What follows belongs to an exercise in optimizing a design on an open flow for small area; a production flow would make more cautious choices.
In this exercise RTL edits were held to simulation tests only and were not proved equivalent to the original.
No activity file was given, so power comes from the tool's default toggle rates.

== main ==
## miniCPU
module miniCPU (
    input [17:0] switches,
    input ligar,
    input enviar,
    input clk,
    input rst_n,
    output [7:0] LCD_DATA,
    output LCD_RS,
    output LCD_RW,
    output LCD_EN,
    output LCD_ON,
    output LCD_BLON
);
Size in the first run: roughly 35 I/O pins, ~0.015 sq mm of cells after synthesis.
==> flow/config.mk <==
export PLATFORM = sky130hd
export DESIGN_NAME = miniCPU
export DESIGN_NICKNAME = miniCPU
export VERILOG_FILES = /design/flow/design.v
export SDC_FILE = /design/flow/constraint.sdc
export NUM_CORES = 4
export LEC_CHECK = 0
export ABC_AREA = 1
export CAP_MARGIN = 20
export CORE_MARGIN = 2
export CORE_UTILIZATION = 55
export SLEW_MARGIN = 20
==> flow/constraint.sdc <==
create_clock -name core_clock -period 20.0 [get_ports {clk}]
set_input_delay 4.0000 -clock core_clock [delete_from_list [all_inputs] [get_ports {clk}]]
set_output_delay 4.0000 -clock core_clock [all_outputs]
set_load 0.01 [all_outputs]
standard.sh (not shown) runs the stock make flow with config.mk's settings and CLKGATE_MAP_FILE= SYNTH_SCRIPT=/design/flow/synth_recipe.tcl, a recipe that flattens the netlist after the stock synthesis.
==> flow/flow/run.sh <==
#!/bin/bash
# Standard synthesis, then a stronger ABC area pass over the combinational
# logic only (flip-flops, adders and tie cells are kept as they are, with
# their names), then the standard layout from that netlist with the extra
# make settings in flow/params.sh (clock-tree and port-buffer options).
set -euo pipefail
WORK=$(pwd)
R=$WORK/orfs/results/${FLOW_PLATFORM}/miniCPU/base
LIB=$FLOW_HOME/platforms/${FLOW_PLATFORM}/lib/sky130_fd_sc_hd__tt_025C_1v80.lib
source "$WORK/flow/params.sh"

bash standard.sh synth > synth_standard.log 2>&1
cp "$R/1_2_yosys.v" "$WORK/1_2_yosys.standard.v"

DU=$(sed -n '/DONT_USE_CELLS/,/^$/p' "$FLOW_HOME/platforms/${FLOW_PLATFORM}/config.mk" | tr -d '\\' \
     | grep -o 'sky130_fd_sc_hd__[a-z0-9_]*' | sed 's/^/-dont_use /' | tr '\n' ' ')
cp "$WORK/flow/reopt.abc" "$WORK/reopt.abc"
cat > "$WORK/reopt.ys" <<EOY
read_liberty -wb -ignore_miss_func $LIB
read_verilog $WORK/1_2_yosys.standard.v
hierarchy -top $FLOW_TOP
blackbox =sky130_fd_sc_hd__*df* =sky130_fd_sc_hd__fa_* =sky130_fd_sc_hd__ha_* =sky130_fd_sc_hd__conb_*
flatten -wb
opt_clean
abc -D 20000 -liberty $LIB $DU -script $WORK/reopt.abc
opt_clean -purge
read_liberty -lib -overwrite $LIB
hierarchy -top $FLOW_TOP
splitnets
opt_clean -purge
hilomap -singleton -hicell sky130_fd_sc_hd__conb_1 HI -locell sky130_fd_sc_hd__conb_1 LO
insbuf -buf sky130_fd_sc_hd__buf_1 A X
opt_clean -purge
check -assert -mapped
stat -liberty $LIB
write_verilog -noattr -nohex -nodec $WORK/1_2_yosys.reopt.v
EOY
yosys -s "$WORK/reopt.ys" > reopt.log 2>&1
cp "$WORK/1_2_yosys.reopt.v" "$R/1_2_yosys.v"
rm -f "$R/1_synth.odb" "$R/1_synth.sdc"
bash standard.sh "${LAYOUT_VARS[@]}" finish > layout.log 2>&1
==> flow/flow/params.sh <==
# extra make settings for the layout steps
LAYOUT_VARS=(
  "CTS_ARGS=-sink_clustering_enable -repair_clock_nets -dont_use_dummy_load -sink_clustering_size 28 -sink_clustering_max_diameter 100"
  "BUFFER_PORTS_ARGS=-buffer_cell sky130_fd_sc_hd__buf_1"
)
==> flow/flow/reopt.abc <==
strash;&get -n;&deepsyn -T 60;&put;&get -n;&dch -f;&nf -R 1000;&put;topo;stime -c;buffer -c -N 10;upsize -c;dnsize -c
The inputs of the feature branch differ from those of main as listed below.
--- a/flow/flow/run.sh
+++ b/flow/flow/run.sh
@@ -24,3 +24,3 @@
 opt_clean
-abc -D 20000 -liberty $LIB $DU -script $WORK/reopt.abc
+abc -liberty $LIB $DU -script $WORK/reopt.abc
 opt_clean -purge
==> flow/flow/reopt.abc <==
strash;&get -n;&deepsyn -T 60;&put;&get -n;&dch -f;&nf -R 1000;&put
### Flow results
First-pass GRT wire length went down by a few percent going from main to the feature branch.
Number of logic stages on the critical path including buffering down 6 in the feature branch wrt main
Cell area (the feature branch over main): decrease, 49 sq um
The feature branch vs main — wire length on met3 climbed by more than 10%
On vertical die dimension: the feature branch sits below main.
Delta (the feature branch minus main): maximum achievable frequency now sits lower; area added between synthesis and finish picked up an extra 1.7 points; met2 routing resource usage after global routing shrank by 0.31 points; combinational power share +0.4 points.
Detailed route, the feature branch vs main: via total lower for the feature branch

* * *

Setup of exp/zinc:
Another version of the RTL of miniCPU (not shown whole).
Size: about 35 I/O pins, roughly 15,000 um^2 of cells after synthesis.
export LEC_CHECK = 0
export ABC_AREA = 1
export CAP_MARGIN = 20
export CORE_MARGIN = 2
export CORE_UTILIZATION = 40
export SLEW_MARGIN = 20
create_clock -name core_clock -period 20.0 [get_ports {clk}]
==> flow/flow/run.sh <==
#!/bin/bash
# Standard synthesis, then a stronger ABC area pass over the combinational
# logic only (flip-flops, adders and tie cells are kept as they are, with
# their names), then the standard layout from that netlist with the extra
# make settings in flow/params.sh (clock-tree and port-buffer options).
set -euo pipefail
WORK=$(pwd)
R=$WORK/orfs/results/${FLOW_PLATFORM}/miniCPU/base
LIB=$FLOW_HOME/platforms/${FLOW_PLATFORM}/lib/sky130_fd_sc_hd__tt_025C_1v80.lib
source "$WORK/flow/params.sh"

bash standard.sh synth > synth_standard.log 2>&1
cp "$R/1_2_yosys.v" "$WORK/1_2_yosys.standard.v"

DU=$(sed -n '/DONT_USE_CELLS/,/^$/p' "$FLOW_HOME/platforms/${FLOW_PLATFORM}/config.mk" | tr -d '\\' \
     | grep -o 'sky130_fd_sc_hd__[a-z0-9_]*' | sed 's/^/-dont_use /' | tr '\n' ' ')
cp "$WORK/flow/reopt.abc" "$WORK/reopt.abc"
cat > "$WORK/reopt.ys" <<EOY
read_liberty -wb -ignore_miss_func $LIB
read_verilog $WORK/1_2_yosys.standard.v
hierarchy -top $FLOW_TOP
blackbox =sky130_fd_sc_hd__*df* =sky130_fd_sc_hd__fa_* =sky130_fd_sc_hd__ha_* =sky130_fd_sc_hd__conb_*
flatten -wb
opt_clean
abc -liberty $LIB $DU -script $WORK/reopt.abc
opt_clean -purge
read_liberty -lib -overwrite $LIB
hierarchy -top $FLOW_TOP
splitnets
opt_clean -purge
hilomap -singleton -hicell sky130_fd_sc_hd__conb_1 HI -locell sky130_fd_sc_hd__conb_1 LO
insbuf -buf sky130_fd_sc_hd__buf_4 A X
opt_clean -purge
check -assert -mapped
stat -liberty $LIB
write_verilog -noattr -nohex -nodec $WORK/1_2_yosys.reopt.v
EOY
yosys -s "$WORK/reopt.ys" > reopt.log 2>&1
cp "$WORK/1_2_yosys.reopt.v" "$R/1_2_yosys.v"
rm -f "$R/1_synth.odb" "$R/1_synth.sdc"
bash standard.sh "${LAYOUT_VARS[@]}" finish > layout.log 2>&1
==> flow/flow/params.sh <==
# extra make settings for the layout steps
LAYOUT_VARS=(
  "CTS_ARGS=-sink_clustering_enable -repair_clock_nets -dont_use_dummy_load -sink_clustering_size 12 -sink_clustering_max_diameter 50 -buf_list sky130_fd_sc_hd__clkbuf_8"
  "BUFFER_PORTS_ARGS=-buffer_cell sky130_fd_sc_hd__buf_1"
)
==> flow/flow/reopt.abc <==
strash;&get -n;&deepsyn -T 60;&put;&get -n;&dch -f;&nf -R 1000;&put
Modified inputs, exp/lagoon compared to exp/zinc
# exp/zinc
export LEC_CHECK = 0
export ABC_AREA = 1
export CAP_MARGIN = 20
export CORE_MARGIN = 2
export CORE_UTILIZATION = 40
export SLEW_MARGIN = 20
create_clock -name core_clock -period 20.0 [get_ports {clk}]
# exp/lagoon
export LEC_CHECK = 0
export ABC_AREA = 1
export CAP_MARGIN = 20
export CORE_MARGIN = 2
export CORE_UTILIZATION = 55
export SLEW_MARGIN = 20
create_clock -name core_clock -period 20.0 [get_ports {clk}]
==> flow/flow/params.sh <==
# extra make settings for the layout steps
LAYOUT_VARS=(
  "CTS_ARGS=-sink_clustering_enable -repair_clock_nets -dont_use_dummy_load -sink_clustering_size 24 -sink_clustering_max_diameter 80"
  "BUFFER_PORTS_ARGS=-buffer_cell sky130_fd_sc_hd__buf_1"
)
### Flow results
Timing, DRC, antenna: 0 failures across exp/zinc and exp/lagoon. Looking at exp/zinc and exp/lagoon, the fmax is a wash. Looking at power share of the clock group, exp/lagoon sits below exp/zinc. Height of the die (exp/zinc / exp/lagoon): 1.17. Of exp/zinc and exp/lagoon, exp/lagoon shows the lower net switching power, with exp/zinc above it. Cmp exp/lagoon vs exp/zinc: met1 wire length lower in exp/lagoon.
Edits applied to the flow inputs when going from exp/lagoon to exp/amber:
# exp/lagoon
export LEC_CHECK = 0
export ABC_AREA = 1
export CAP_MARGIN = 20
export CORE_MARGIN = 2
export CORE_UTILIZATION = 55
export SLEW_MARGIN = 20
create_clock -name core_clock -period 20.0 [get_ports {clk}]
# exp/amber
export LEC_CHECK = 0
export ABC_AREA = 1
export CAP_MARGIN = 20
export CORE_MARGIN = 2
export CORE_UTILIZATION = 40
export SLEW_MARGIN = 20
create_clock -name core_clock -period 20.0 [get_ports {clk}]
==> flow/flow/params.sh <==
# extra make settings for the layout steps
LAYOUT_VARS=(
  "CTS_ARGS=-sink_clustering_enable -repair_clock_nets -dont_use_dummy_load -sink_clustering_size 16 -sink_clustering_max_diameter 60"
  "BUFFER_PORTS_ARGS=-buffer_cell sky130_fd_sc_hd__buf_1"
)
Findings:
Re worst hold slack after final layout: exp/amber and exp/lagoon aren't equal, and the lower value belongs to exp/amber.
Per the comparison of exp/amber with exp/lagoon, starting utilization of the core area has decreased, non-clock buffer count has decreased, multi-input logic portion of the cell area has decreased, clock skew has increased, clock network fraction of design power has increased.
exp/amber ends up with higher slack of the critical path than exp/lagoon does.
Net count of the finished layout: exp/amber vs exp/lagoon up 8
exp/amber vs exp/lagoon: first-iteration DRC count up in exp/amber
exp/amber reports a higher first-pass detailed-route iteration total than exp/lagoon does.
When exp/amber is set beside exp/lagoon, its fraction of the core area covered by cells at the end of the flow turns out to be 16 points smaller.

[port drivers added, routing unchanged]
No port has a modelled driver above. Below, the same layouts with a new extraction and two added sets of constraints.
Step 1 sets driving cells, clkbuf_16 on the clock port and buf_2 on the other inputs (assumed; they add their load-dependent delay and slew).
Step 2 times the ports against the registers' clock, not the clock port: input delays grow and output delays shrink by t, the midpoint of the rising clock arrivals with the driver on.
Slacks: ideal ports / drivers / drivers and shift; pairs: ideal ports / drivers.
| run | t, ns | setup slack, ns | worst setup path after step 2 | clock arrival spread, ns | worst data-port slew with drivers (ns) |
|---|---|---|---|---|---|
| main | 0.539 | 6.097 / 6.125 / 5.586 | input to register | 0.064 / 0.064 | 0.04 |
| the feature branch | 0.535 | 5.870 / 5.899 / 5.364 | input to register | 0.064 / 0.065 | 0.04 |
| exp/zinc | 0.590 | 6.297 / 6.266 / 5.677 | input to register | 0.087 / 0.087 | 0.14 |
| exp/lagoon | 0.553 | 6.259 / 6.281 / 5.727 | input to register | 0.052 / 0.051 | 0.08 |
| exp/amber | 0.604 | 6.263 / 6.238 / 5.634 | input to register | 0.122 / 0.123 | 0.14 |
After both steps setup and hold are still met in every run listed. For exp/amber, which loses most, drivers alone change the setup slack by -0.025 ns; drivers and shift together by -0.629 ns.
